From an optimization exercise on the open Yosys and OpenROAD flow, aimed at a short achievable clock period and few clock cycles; shortcuts taken in it are not production practice. At most, simulation tests tie the RTL to the original design; equivalence was not proved. No activity file was given, so power comes from the tool's default toggle rates.

==> quartz: inputs <==
Design rv32, start of the top module:
module rv32(
	input     		i_rst,
	input	 		i_clk,
	output [31:0]	o_addr,
	output [31:0]	o_dat_w,
	output 	[3:0]   o_we,
	input  [31:0]   i_dat_r,
	output	 		o_stb,
	output [1:0]	o_led,
	input      		i_ack,
	input      		i_mtip,
	input      		i_msip,
	input      		i_meip,
	input			i_seip
);
parameter RESET_ADDR       = 32'h00001000;
reg [1:0] privileged_mode;		 
assign o_led = privileged_mode;
reg        ir_v;
reg [31:0] ir;
reg [31:0] ir_pc;
reg [31:0] op1, op2;		 
reg [31:0] x_dva;		 
reg [31:0] x_tgt;		 
reg        x_taken;		 
reg [31:0] x_alub;		 
reg        x_mem, x_amo;	 
reg [3:0]  swm_q;		 
reg        x_started;		 
reg        d_wr;		 
reg        nb_v;
reg [31:0] nb;
reg [31:0] nb_pc;
reg [31:0] nb_op1, nb_op2;
reg        busy;		 
reg        b_fetch;		 
reg        b_kill;		 
reg [1:0]  b_ph;		 
reg        b_wr;
reg [31:0] h_addr;
reg [3:0]  h_we;
reg        f_act;		 
reg        f_paused;		 
reg [1:0]  f_nph;
reg [19:0] pte_sv;
reg [31:0] f_va;
reg [31:0] nf_va;		 
reg        nf_ok;		 
reg [19:0] nf_ppn;
reg [19:0] f_ppn;		 
reg [19:0] ir_ppn, nb_ppn;	 
reg        x_tsame;		 
reg        x_jalr;
reg        d_hit;
reg [19:0] d_ppn;
reg  [7:0] t_v;
reg [19:0] t_vpn[0:7];
reg [19:0] t_vpp[0:7];		 
reg [19:0] t_vpm[0:7];		 
reg [19:0] t_ppn[0:7];
reg  [2:0] t_rr;
reg [31:0] amo_q;
reg [31:0] r_reg[31:1];
wire [7:0] instr_funct3 = 8'b00000001 << ir[14:12];
wire [31:0] instr_Uimm={    ir[31],   ir[30:12], {12{1'b0}}};
wire [31:0] instr_Iimm={{21{ir[31]}}, ir[30:20]};
wire [4:0] opc = ir[6:2];
wire instr_Load    =  (opc == 5'b00000);
wire instr_ALUimm  =  (opc == 5'b00100);
wire instr_AUIPC   =  (opc == 5'b00101);
wire instr_Store   =  (opc == 5'b01000);
wire instr_ALUreg  =  (opc == 5'b01100);
wire instr_LUI     =  (opc == 5'b01101);
wire instr_Branch  =  (opc == 5'b11000);
wire instr_JALR    =  (opc == 5'b11001);
wire instr_JAL     =  (opc == 5'b11011);
wire instr_SYSTEM  =  (opc == 5'b11100);
wire instr_Amoswap =  (opc == 5'b01011);
wire instr_Mem     =  instr_Load | instr_Store | instr_Amoswap;
wire [4:0] instr_rd  = ir[11:7];
wire [4:0] instr_rs2 = ir[24:20];
wire instr_ALU = instr_ALUimm | instr_ALUreg;
wire [31:0] alu_In1 = op1;
wire [31:0] alu_In2 = x_alub;
wire [31:0] alu_Out;
  ...
clock: 11.0 ns
lec_check: 0
cap_margin: 20
core_margin: 2
core_utilization: 55
setup_slack_margin: 5
slew_margin: 20
tns_end_percent: 100
run.sh (not shown) runs the stock make flow with config.mk's settings and CLKGATE_MAP_FILE= SYNTH_SCRIPT=/design/flow/synth_recipe.tcl, a recipe that flattens the netlist after the stock synthesis.
==> juniper (differences from quartz) <==
--- a/flow/design.v
+++ b/flow/design.v
@@ -319,11 +319,11 @@
 wire interrupt_m = x_done & (|(csr_mip & csr_mie & ~csr_mideleg)) & (~privileged_mode[1] | (privileged_mode[1]&r_mie));
 wire interrupt_s = x_done & (|(csr_sip & csr_sie )) & (~privileged_mode[0] | (~privileged_mode[1]&privileged_mode[0]&r_sie));
 wire cur_pg = csr_satp[31] & ~privileged_mode[1];
 wire x_hit = (x_dva[11:2] == pc_plus4[11:2]) | cur_pg & ((x_dva[11:2] == pc_plus4[21:12]) | (x_dva[11:2] == pc_plus4[31:22]));
 wire lr_now = interrupt_m | interrupt_s |
-              instr_ECALL | instr_MRET | instr_SRET | (csr_write & sel_satp & ~privileged_mode[1]) | instr_SFENCE_VMA |
+              instr_ECALL | instr_MRET | instr_SRET | (csr_write & sel_satp) | instr_SFENCE_VMA |
               (x_mem_done & d_wr & x_hit);
 wire [31:0] lr_target = interrupt_m ? csr_mtvec : interrupt_s ? csr_stvec : PC_new;
 wire d_rdy   = 1'b1;
 wire sel_d   = ir_v & x_mem & (~x_started | (x_amo & ~d_wr));
 wire sel_res = ~sel_d & f_act & f_paused;
Settings changed: CORE_UTILIZATION 55 to 40.
==> impl_metrics.ini <==
[grt]
grt_usage = 0.381
grt_max_degree = 162

[detailed_routing]
dr.pass1.iters = 17
dr.first_iter.drc_count = 25100

[floorplanning]
rows = 225
die_w_um = 619

[clock_network]
clkTransAtPathRegs_ps = 60

[outcome]
status = finished clean

[final_layout]
area_growth_pct = 21.1

[synth]
seq_area_frac_synth = 0.504
synth_compound_area_frac = 0.156
-- figures above: juniper

==> impl_metrics.ini <==
[floorplanning]
die_w_um = 525
rows = 191

[job]
cap_violations = 1

[detailed_routing]
wl_met2_um = 292000
dr.pass1.iters = 11
dr.first_iter.drc_count = 25800

[grt]
antenna_found_initial = 67

[final_layout]
area_growth_pct = 16.1
register_area_sq_um = 76200

[outcome]
status = finished with violations
so.violations = capacitance limit, slew limit

[synth]
synth_compound_area_frac = 0.141
seq_area_frac_synth = 0.511

[timing]
drv_slew = 4
worst_pin_slew_ps = 1630

[clock_network]
clkTransAtPathRegs_ps = 70
-- figures above: quartz

Testbench counts of quartz, summed over its fixed seeds: cycles 77,863.
Testbench counts of juniper, summed over its fixed seeds: cycles 78,253.

========
==> inputs of v38 <==
rv32, a different RTL version from the one above (not shown whole).
==> flow/config.mk <==
export PLATFORM = sky130hd
export DESIGN_NAME = rv32
export DESIGN_NICKNAME = rv32
export VERILOG_FILES = /design/flow/design.v
export SDC_FILE = /design/flow/constraint.sdc
export NUM_CORES = 4
export LEC_CHECK = 0
export CAP_MARGIN = 20
export CORE_MARGIN = 2
export CORE_UTILIZATION = 40
export SETUP_SLACK_MARGIN = 5
export SLEW_MARGIN = 20
export SYNTH_HIERARCHICAL = 1
export TNS_END_PERCENT = 100
==> flow/constraint.sdc <==
create_clock -name core_clock -period 11.0 [get_ports {i_clk}]
set_input_delay 2.2000 -clock core_clock [delete_from_list [all_inputs] [get_ports {i_clk}]]
set_output_delay 2.2000 -clock core_clock [all_outputs]
set_load 0.01 [all_outputs]
==> v7: changes against v38 <==
Settings changed: SYNTH_HIERARCHICAL 1 to unset.
==> notes.md <==
Floorplanning
The die outline width is 615 um. From bottom edge to top edge, the die measures just over 600 um. The number of cell rows is around 220.

Critical path
The largest fanout on the critical path is 7.

Outcome
The flow ran to the end and the layout has no timing, DRC or antenna violations.

Detailed routing
After detailed routing, the met2 layer carries 276,000 um of wire.

Pwr
In this run, power in the clock network comes to ~11 mW.
the above is filed under v7

==> notes.md <==
Floorplanning
The die is between 600 and 700 um tall. The die outline width is about 630 um.

Outcome
The run finished, with violations left. The layout checks failed on capacitance limit, slew limit.

Flow run
Max-cap violations in this run came to 1.

Timing
The final number of max-transition violations is 3.

Critical path
At the worst endpoint, the required time is 11.86 ns. In this run the worst path has a maximum fanout of 55.
the above is filed under v38

Testbench counts of v38, summed over its fixed seeds: cycles 77,918.
Testbench counts of v7, summed over its fixed seeds: cycles 77,918.

========
==> garnet <==
Another version of the RTL of rv32 (not shown whole).
==> flow/design.v (excerpt) <==
module rv32(
	input     		i_rst,
	input	 		i_clk,
	output [31:0]	o_addr,
	output [31:0]	o_dat_w,
	output 	[3:0]   o_we,
	input  [31:0]   i_dat_r,
	output	 		o_stb,
	output [1:0]	o_led,
	input      		i_ack,
	input      		i_mtip,
	input      		i_msip,
	input      		i_meip,
	input			i_seip
);
parameter RESET_ADDR       = 32'h00001000;
reg [1:0] privileged_mode;		 
assign o_led = privileged_mode;
reg        ir_v;
reg [31:0] ir;
reg [31:0] ir_pc;
reg [31:0] op1, op2;		 
reg [31:0] x_dva;		 
reg [31:0] x_tgt;		 
reg        x_taken;		 
reg [31:0] sd_q;		 
reg [3:0]  swm_q;		 
reg        x_started;		 
reg        d_wr;		 
reg        nb_v;
reg [31:0] nb;
reg [31:0] nb_pc;
reg [31:0] nb_op1, nb_op2;
reg        busy;		 
reg        b_fetch;		 
reg        b_kill;		 
reg [1:0]  b_ph;		 
reg        b_wr;
reg [31:0] h_addr;
reg [3:0]  h_we;
reg        f_act;		 
reg        f_paused;		 
reg [1:0]  f_nph;
reg [19:0] pte_sv;
reg [31:0] f_va;
reg [31:0] nf_va;		 
reg        nf_ok;		 
reg [19:0] nf_ppn;
reg [19:0] f_ppn;		 
reg [19:0] ir_ppn, nb_ppn;	 
reg        x_tsame;		 
reg        d_lk;		 
reg        d_hit;
reg [19:0] d_ppn;
reg  [7:0] t_v;
reg [19:0] t_vpn[0:7];
reg [19:0] t_ppn[0:7];
reg  [2:0] t_rr;
reg [31:0] amo_q;
reg [31:0] r_reg[31:1];
wire [7:0] instr_funct3 = 8'b00000001 << ir[14:12];
wire [31:0] instr_Uimm={    ir[31],   ir[30:12], {12{1'b0}}};
wire [31:0] instr_Iimm={{21{ir[31]}}, ir[30:20]};
wire [4:0] opc = ir[6:2];
wire instr_Load    =  (opc == 5'b00000);
wire instr_ALUimm  =  (opc == 5'b00100);
wire instr_AUIPC   =  (opc == 5'b00101);
wire instr_Store   =  (opc == 5'b01000);
wire instr_ALUreg  =  (opc == 5'b01100);
wire instr_LUI     =  (opc == 5'b01101);
wire instr_Branch  =  (opc == 5'b11000);
wire instr_JALR    =  (opc == 5'b11001);
wire instr_JAL     =  (opc == 5'b11011);
wire instr_SYSTEM  =  (opc == 5'b11100);
wire instr_Amoswap =  (opc == 5'b01011);
wire instr_Mem     =  instr_Load | instr_Store | instr_Amoswap;
wire [4:0] instr_rd  = ir[11:7];
wire [4:0] instr_rs2 = ir[24:20];
wire instr_ALU = instr_ALUimm | instr_ALUreg;
wire [31:0] alu_In1 = op1;
  ...
export LEC_CHECK = 0
export CAP_MARGIN = 20
export CORE_MARGIN = 2
export CORE_UTILIZATION = 40
export SETUP_SLACK_MARGIN = 5
export SLEW_MARGIN = 20
export TNS_END_PERCENT = 100
create_clock -name core_clock -period 11.0 [get_ports {i_clk}]
==> lagoon (differences from garnet) <==
--- a/flow/design.v
+++ b/flow/design.v
@@ -20,13 +20,12 @@
 	input  ir_v,
 	input  mem,		 
 	input  x_started,
 	input  amo,
 	input  d_wr,
 	input  redirect,
-	input  d_rdy,		 
 	output stb,
 	output cont,		 
 	output cont_d,
 	output f_cont,
 	output f_pause,
 	output data_new,	 
@@ -46,13 +45,13 @@
 wire ack_f     = ackb & b_fetch & ~b_kill;
 assign fin_fetch = ack_f & b_last;
 wire cont_f    = ack_f & ~b_last;
 wire ack_d     = ackb & ~b_fetch;
 assign fin_data  = ack_d & b_last;
 assign cont_d    = ack_d & ~b_last;
-wire sel_d     = ir_v & mem & d_rdy & (~x_started | (amo & ~d_wr));
+wire sel_d     = ir_v & mem & (~x_started | (amo & ~d_wr));
 wire x_go      = ir_v & ~mem;
 assign x_mem_done = fin_data & ~(amo & ~d_wr);
 assign x_done  = x_go | x_mem_done;
 assign ir_free = ~ir_v | x_done;
 assign data_new = free & sel_d & ~cont_d;
 assign f_cont  = cont_f & ~data_new & ~redirect;
@@ -111,24 +110,12 @@
 reg        f_act;		 
 reg        f_paused;		 
 reg [1:0]  f_nph;
 reg [19:0] pte_sv;
 reg [31:0] f_va;
 reg [31:0] nf_va;		 
-reg        nf_ok;		 
-reg [19:0] nf_ppn;
-reg [19:0] f_ppn;		 
-reg [19:0] ir_ppn, nb_ppn;	 
-reg        x_tsame;		 
-reg        d_lk;		 
-reg        d_hit;
-reg [19:0] d_ppn;
-reg  [7:0] t_v;
-reg [19:0] t_vpn[0:7];
-reg [19:0] t_ppn[0:7];
-reg  [2:0] t_rr;
 reg [31:0] amo_q;
 reg [31:0] r_reg[31:1];
 wire [7:0] instr_funct3 = 8'b00000001 << ir[14:12];
 wire [31:0] instr_Uimm={    ir[31],   ir[30:12], {12{1'b0}}};
 wire [31:0] instr_Iimm={{21{ir[31]}}, ir[30:20]};
 wire [4:0] opc = ir[6:2];
@@ -149,16 +136,15 @@
 wire instr_ALU = instr_ALUimm | instr_ALUreg;
 wire [31:0] alu_In1 = op1;
 wire [31:0] alu_In2 = instr_ALUreg ? op2 : instr_Iimm;
 wire [31:0] alu_Plus  = alu_In1 + alu_In2;
 wire [31:0] alu_Minus = alu_In1 - alu_In2;
 wire alu_ltu = alu_In1 < alu_In2;
-wire alu_lt  = (alu_In1[31] ^ alu_In2[31]) ? alu_In1[31] : alu_ltu;
+wire alu_lt  = $signed(alu_In1) < $signed(alu_In2);
 wire alu_rightShiftIn = ir[30] & alu_In1[31];
-wire [63:0] alu_rightShiftW = {{32{alu_rightShiftIn}}, alu_In1} >> alu_In2[4:0];
-wire [31:0] alu_rightShift = alu_rightShiftW[31:0];
+wire [31:0] alu_rightShift = $signed({alu_rightShiftIn, alu_In1}) >>> alu_In2[4:0];
 wire [31:0] alu_leftShift  = alu_In1 << alu_In2[4:0];
 wire [31:0] alu_Out =
      (instr_funct3[0]  ? ir[30] & ir[5] ? alu_Minus : alu_Plus : 32'b0) |
      (instr_funct3[1]  ? alu_leftShift                         : 32'b0) |
      (instr_funct3[2]  ? {31'b0, alu_lt}                       : 32'b0) |
      (instr_funct3[3]  ? {31'b0, alu_ltu}                      : 32'b0) |
@@ -172,20 +158,20 @@
      cA_fin_fetch, cA_fin_data, cA_x_mem_done, cA_x_done, cA_ir_free, cA_nb_to_ir, cA_arr_ir, cA_arr_nb;
 wire cI_stb, cI_cont, cI_cont_d, cI_f_cont, cI_f_pause, cI_data_new, cI_f_resume, cI_f_new,
      cI_fin_fetch, cI_fin_data, cI_x_mem_done, cI_x_done, cI_ir_free, cI_nb_to_ir, cI_arr_ir, cI_arr_nb;
 wire b_last = (b_ph == 2'd3);
 rv32_ctl CTL_A(.ack(1'b1), .busy(1'b1), .b_fetch(b_fetch), .b_kill(b_kill), .b_last(b_last),
 	.f_act(f_act), .f_paused(f_paused), .nb_v(nb_v), .ir_v(ir_v), .mem(instr_Mem), .x_started(x_started),
-	.amo(instr_Amoswap), .d_wr(d_wr), .redirect(redirect), .d_rdy(d_rdy),
+	.amo(instr_Amoswap), .d_wr(d_wr), .redirect(redirect),
 	.stb(cA_stb), .cont(cA_cont), .cont_d(cA_cont_d), .f_cont(cA_f_cont), .f_pause(cA_f_pause),
 	.data_new(cA_data_new), .f_resume(cA_f_resume), .f_new(cA_f_new), .fin_fetch(cA_fin_fetch),
 	.fin_data(cA_fin_data), .x_mem_done(cA_x_mem_done), .x_done(cA_x_done), .ir_free(cA_ir_free),
 	.nb_to_ir(cA_nb_to_ir), .arr_ir(cA_arr_ir), .arr_nb(cA_arr_nb));
 rv32_ctl CTL_I(.ack(1'b0), .busy(1'b0), .b_fetch(b_fetch), .b_kill(b_kill), .b_last(b_last),
 	.f_act(f_act), .f_paused(f_paused), .nb_v(nb_v), .ir_v(ir_v), .mem(instr_Mem), .x_started(x_started),
-	.amo(instr_Amoswap), .d_wr(d_wr), .redirect(redirect), .d_rdy(d_rdy),
+	.amo(instr_Amoswap), .d_wr(d_wr), .redirect(redirect),
 	.stb(cI_stb), .cont(cI_cont), .cont_d(cI_cont_d), .f_cont(cI_f_cont), .f_pause(cI_f_pause),
 	.data_new(cI_data_new), .f_resume(cI_f_resume), .f_new(cI_f_new), .fin_fetch(cI_fin_fetch),
 	.fin_data(cI_fin_data), .x_mem_done(cI_x_mem_done), .x_done(cI_x_done), .ir_free(cI_ir_free),
 	.nb_to_ir(cI_nb_to_ir), .arr_ir(cI_arr_ir), .arr_nb(cI_arr_nb));
 wire ackc = busy & i_ack;		 
 wire idle = ~busy;
@@ -256,27 +242,25 @@
 reg r_mie, r_sie;
 wire interrupt_m = x_done & (|(csr_mip & csr_mie & ~csr_mideleg)) & (~privileged_mode[1] | (privileged_mode[1]&r_mie));
 wire interrupt_s = x_done & (|(csr_sip & csr_sie )) & (~privileged_mode[0] | (~privileged_mode[1]&privileged_mode[0]&r_sie));
 wire cur_pg = csr_satp[31] & ~privileged_mode[1];
 wire x_hit = (x_dva[11:2] == pc_plus4[11:2]) | cur_pg & ((x_dva[11:2] == pc_plus4[21:12]) | (x_dva[11:2] == pc_plus4[31:22]));
 wire lr_now = interrupt_m | interrupt_s |
-              instr_ECALL | instr_MRET | instr_SRET | (x_go & instr_JALR) | (csr_write & sel_satp) | instr_SFENCE_VMA |
+              instr_ECALL | instr_MRET | instr_SRET | (x_go & instr_JALR) | (csr_write & sel_satp) |
               (x_mem_done & d_wr & x_hit);
 wire [31:0] lr_target = interrupt_m ? csr_mtvec : interrupt_s ? csr_stvec : PC_new;
-wire d_rdy   = ~cur_pg | d_lk;
-wire sel_d   = ir_v & instr_Mem & d_rdy & (~x_started | (instr_Amoswap & ~d_wr));
+wire sel_d   = ir_v & instr_Mem & (~x_started | (instr_Amoswap & ~d_wr));
 wire sel_res = ~sel_d & f_act & f_paused;
-wire [31:0] nc_va  = sel_d ? x_dva : redirect ? x_tgt : nf_va;
-wire [19:0] nc_ppn = sel_d ? d_ppn : redirect ? ir_ppn : nf_ppn;
-wire        nc_dir = sel_d ? d_hit : redirect ? x_tsame : nf_ok;	 
-wire [31:0] a_nc = ~cur_pg ? nc_va : nc_dir ? {nc_ppn, nc_va[11:0]} : {csr_satp[19:0], nc_va[31:22], 2'b00};
+wire [31:0] nc_va = sel_d ? x_dva : redirect ? x_tgt : nf_va;
+wire [31:0] a_nc;
+vma VMA(.i_v_addr(nc_va), .i_pg(cur_pg), .i_satp(csr_satp), .o_p_addr(a_nc));
 wire [31:0] a_res   = {pte_sv, (f_nph == 2'd2) ? {f_va[21:12], 2'b00} : f_va[11:0]};
 wire [31:0] nc_addr = sel_res ? a_res : a_nc;
 wire d_wr_now = instr_Store | (instr_Amoswap & x_started);
-wire [3:0] nc_we = (sel_d & d_wr_now & (~cur_pg | d_hit)) ? swm_q : 4'd0;
-wire [1:0] nc_ph = sel_res ? f_nph : (cur_pg & ~nc_dir) ? 2'd1 : 2'd3;
+wire [3:0] nc_we = (sel_d & d_wr_now & ~cur_pg) ? swm_q : 4'd0;
+wire [1:0] nc_ph = sel_res ? f_nph : cur_pg ? 2'd1 : 2'd3;
 wire [31:0] cont_va = b_fetch ? f_va : x_dva;
 wire [11:0] cont_lo = (b_ph == 2'd1) ? {cont_va[21:12], 2'b00} : cont_va[11:0];
 wire [3:0]  cont_we = (b_ph == 2'd2 & b_wr) ? swm_q : 4'd0;
 wire s_cont = ackc & cA_cont;
 wire s_nc   = ackc ? (~cA_cont & cA_stb) : idle;
 assign o_stb   = c_stb;
@@ -296,101 +280,39 @@
 		h_addr  <= o_addr;
 		h_we    <= o_we;
 	end else begin
 		if (ackc) busy <= 0;
 		b_kill <= b_kill | lr_now | redirect;
 	end
-wire c_fetch_iss = c_stb & ~(c_cont_d | c_data_new);
-wire [1:0] c_ph  = c_cont ? b_ph + 2'd1 : nc_ph;
-wire [31:0] new_va = redirect ? x_tgt : nf_va;
-wire [31:0] fva_iss = c_f_new ? new_va : f_va;
-wire lr_ok = x_go & instr_JALR & ~interrupt_m & ~interrupt_s & (x_dva[31:12] == ir_pc[31:12]);
 always @(posedge i_clk)
 	if (i_rst) begin
 		f_act <= 0;
 		f_paused <= 0;
 		nf_va <= RESET_ADDR;
-		nf_ok <= 0;
 	end else if (lr_now) begin
 		f_act <= 0;
 		f_paused <= 0;
 		nf_va <= lr_target;
-		nf_ok <= lr_ok;
-		nf_ppn <= ir_ppn;
-	end else begin
-		if (c_f_new) begin
-			f_act <= 1;
-			f_paused <= 0;
-			f_va <= new_va;
-			nf_va <= new_va + 4;
-		end else if (redirect) begin
-			f_act <= 0;
-			f_paused <= 0;
-			nf_va <= x_tgt;
-		end else if (fin_fetch) begin
-			f_act <= 0;
-		end else if (c_f_pause) begin
-			f_paused <= 1;
-			f_nph <= b_ph + 2'd1;
-			pte_sv <= i_dat_r[29:10];
-		end else if (c_f_resume) begin
-			f_paused <= 0;
-		end
-		if (c_fetch_iss & (c_ph == 2'd3)) begin
-			f_ppn  <= o_addr[31:12];
-			nf_ppn <= o_addr[31:12];
-			nf_ok  <= (fva_iss[11:2] != 10'h3ff);
-		end else if (c_f_new) begin
-			nf_ok  <= 0;
-		end else if (redirect) begin
-			nf_ok  <= x_tsame;
-			nf_ppn <= ir_ppn;
-		end
-	end
-wire [7:0] t_hitv;
-wire [7:0] t_inv;
-genvar gi;
-generate for (gi = 0; gi < 8; gi = gi + 1) begin : TLB
-	assign t_hitv[gi] = t_v[gi] & (t_vpn[gi] == x_dva[31:12]);
-	assign t_inv[gi]  = (x_dva[11:2] == t_vpn[gi][19:10]) | (x_dva[11:2] == t_vpn[gi][9:0]);
-end endgenerate
-reg [19:0] t_lk_ppn;
-integer ti;
-always @(*) begin
-	t_lk_ppn = 20'd0;
-	for (ti = 0; ti < 8; ti = ti + 1)
-		t_lk_ppn = t_lk_ppn | ({20{t_hitv[ti]}} & t_ppn[ti]);
-end
-wire c_wr_iss = c_stb & (c_cont_d | c_data_new) & (c_ph == 2'd3) & (c_cont ? b_wr : d_wr_now);
-wire t_fill = c_cont_d & (b_ph == 2'd2);
-wire t_fill_ok = ~(c_wr_iss & ((x_dva[11:2] == x_dva[31:22]) | (x_dva[11:2] == x_dva[21:12])));
-wire instr_SFENCE_VMA = instr_SYSTEM & instr_funct3[0] & (ir[31:25]==7'h09) & x_go;
-always @(posedge i_clk)
-	if (i_rst | (csr_write & sel_satp) | instr_SFENCE_VMA) begin
-		t_v <= 0;
-	end else begin
-		if (c_wr_iss) t_v <= t_v & ~t_inv;
-		if (t_fill) begin
-			t_v[t_rr]   <= t_fill_ok;
-			t_vpn[t_rr] <= x_dva[31:12];
-			t_ppn[t_rr] <= i_dat_r[29:10];
-			t_rr <= t_rr + 3'd1;
-		end
-	end
-always @(posedge i_clk) begin
-	if (ir_v & instr_Mem & ~d_lk) begin
-		d_lk  <= 1;
-		d_hit <= |t_hitv;
-		d_ppn <= t_lk_ppn;
-	end
-	if (t_fill) begin
-		d_hit <= 1;
-		d_ppn <= i_dat_r[29:10];
+	end else if (c_f_new) begin
+		f_act <= 1;
+		f_paused <= 0;
+		f_va <= redirect ? x_tgt : nf_va;
+		nf_va <= (redirect ? x_tgt : nf_va) + 4;
+	end else if (redirect) begin
+		f_act <= 0;
+		f_paused <= 0;
+		nf_va <= x_tgt;
+	end else if (fin_fetch) begin
+		f_act <= 0;
+	end else if (c_f_pause) begin
+		f_paused <= 1;
+		f_nph <= b_ph + 2'd1;
+		pte_sv <= i_dat_r[29:10];
+	end else if (c_f_resume) begin
+		f_paused <= 0;
 	end
-	if (i_rst | lr_now | ir_load) d_lk <= 0;
-end
 wire [4:0] rs1_in = i_dat_r[19:15];
 wire [4:0] rs2_in = i_dat_r[24:20];
 wire [31:0] rf1 = r_reg[rs1_in];
 wire [31:0] rf2 = r_reg[rs2_in];
 wire [31:0] rd1 = (rs1_in == 5'd0) ? 32'd0 : (wb_x & (instr_rd == rs1_in)) ? writeBackData : rf1;
 wire [31:0] rd2 = (rs2_in == 5'd0) ? 32'd0 : (wb_x & (instr_rd == rs2_in)) ? writeBackData : rf2;
@@ -408,18 +330,16 @@
 wire inw_store = (inw[6:2] == 5'b01000);
 wire inw_amo   = (inw[6:2] == 5'b01011);
 wire [31:0] inw_immA = inw_store ? inw_S : inw_amo ? 32'd0 : inw_I;
 wire [31:0] inw_immT = inw[3] ? inw_J : inw[4] ? inw_U : inw_B;
 wire [31:0] in_dva = in1 + inw_immA;
 wire [31:0] in_tgt = inpc + inw_immT;
-wire in_tsame = (in_tgt[31:12] == inpc[31:12]);
-wire [19:0] inppn = nb_v ? nb_ppn : f_ppn;
 wire [7:0]  in_f3 = 8'b00000001 << inw[14:12];
 wire in_eq  = in1 == in2;
+wire in_lt  = $signed(in1) < $signed(in2);
 wire in_ltu = in1 < in2;
-wire in_lt  = (in1[31] ^ in2[31]) ? in1[31] : in_ltu;
 wire in_pred =
         in_f3[0] &  in_eq  |
         in_f3[1] & !in_eq  |
         in_f3[4] &  in_lt  |
         in_f3[5] & !in_lt  |
         in_f3[6] &  in_ltu |
@@ -456,25 +376,22 @@
 			ir_pc <= inpc;
 			op1   <= in1;
 			op2   <= in2;
 			x_dva <= in_dva;
 			x_tgt <= in_tgt;
 			x_taken <= in_taken;
-			x_tsame <= in_tsame;
-			ir_ppn <= inppn;
 			sd_q  <= in_sdat;
 			swm_q <= in_wmask;
 			d_wr  <= inw_store;
 		end else if (c_data_new & instr_Amoswap & x_started)
 			d_wr  <= 1;
 		if (nb_to_ir) nb_v <= 0;
 		if (arr_nb) begin
 			nb_v   <= 1;
 			nb     <= i_dat_r;
 			nb_pc  <= f_va;
-			nb_ppn <= f_ppn;
 			nb_op1 <= rd1;
 			nb_op2 <= rd2;
 		end else if (nb_v) begin
 			nb_op1 <= nb_op1_s;
 			nb_op2 <= nb_op2_s;
 		end
==> notes.md <==
quantity                                                                      lagoon                   garnet
Synthesized-area fraction occupied by and/or/nand/nor cells                    10.7%                    10.4%
Source of the worst register-to-register timing path                           ir[3]                    ir[6]
Critical Path Max Stage Delay                                                 810 ps                  1170 ps
GR met2 Demand/Resource                                                        53.1%                    53.7%
Sw frac                                                                        26.8%                    27.1%
Sequential cell area                                                       53500 µm²                66500 µm²
Via count of the first global-routing pass                                     87400                   103000
Critical R2R Capture                                                       x_dva[31]                  x_taken
Pwr/cell area                                                             138 nW/µm²               145 nW/µm²
Top cell type's share of synthesized area                                      40.3%                    43.8%
First-pass GRT wire length                                                 696000 µm                840000 µm
Register bit count reported by yosys                                            1942                     2377
Run status                                                   complete, no violations  complete, no violations
HPWL reported at the end of detailed placement                             335000 µm                404000 µm
Hold Path End                                                              nb_pc[26]                nb_ppn[4]
First element of the critical path                                             ir[3]                    ir[6]
Count of inverters other than clock inverters in the layout                      242                      241
Testbench counts of garnet, summed over its fixed seeds: cycles 81,680.
For lagoon, only the layout was checked, not whether the RTL still works.

## what the ideal ports hide
In the flow no input, the clock included, has a driving cell. The finished layouts below were timed again as built, in two steps. Step 1 sets driving cells, clkbuf_16 on the clock port and buf_2 on the other inputs (assumed; they add their load-dependent delay and slew). Step 2 moves the port delays by t, midway between the first and last clock arrival at a register: inputs arrive t later, outputs are due t later. That takes back most of the time a late clock gives input paths. a / b / c = ideal / step 1 / step 2; a / b = the first two.
run | t, ns | setup WS [ns] | clock arrival spread, ns | cell pins on the clock port's net
quartz | 1.050 | 3.915 / 3.779 / 2.729 | 0.062 / 0.062 | 1
juniper | 1.063 | 4.465 / 4.257 / 3.193 | 0.104 / 0.105 | 1
v38 | 1.075 | 4.873 / 4.582 / 3.507 | 0.137 / 0.137 | 1
v7 | 1.047 | 4.535 / 4.433 / 3.413 | 0.076 / 0.076 | 1
garnet | 1.028 | 3.112 / 3.112 / 2.378 | 0.057 / 0.057 | 1
lagoon | 1.003 | 3.154 / 3.154 / 2.271 | 0.079 / 0.078 | 1
The setup slack of v38, which loses most, moves by -0.291 ns with the drivers and by -1.366 ns with both steps.
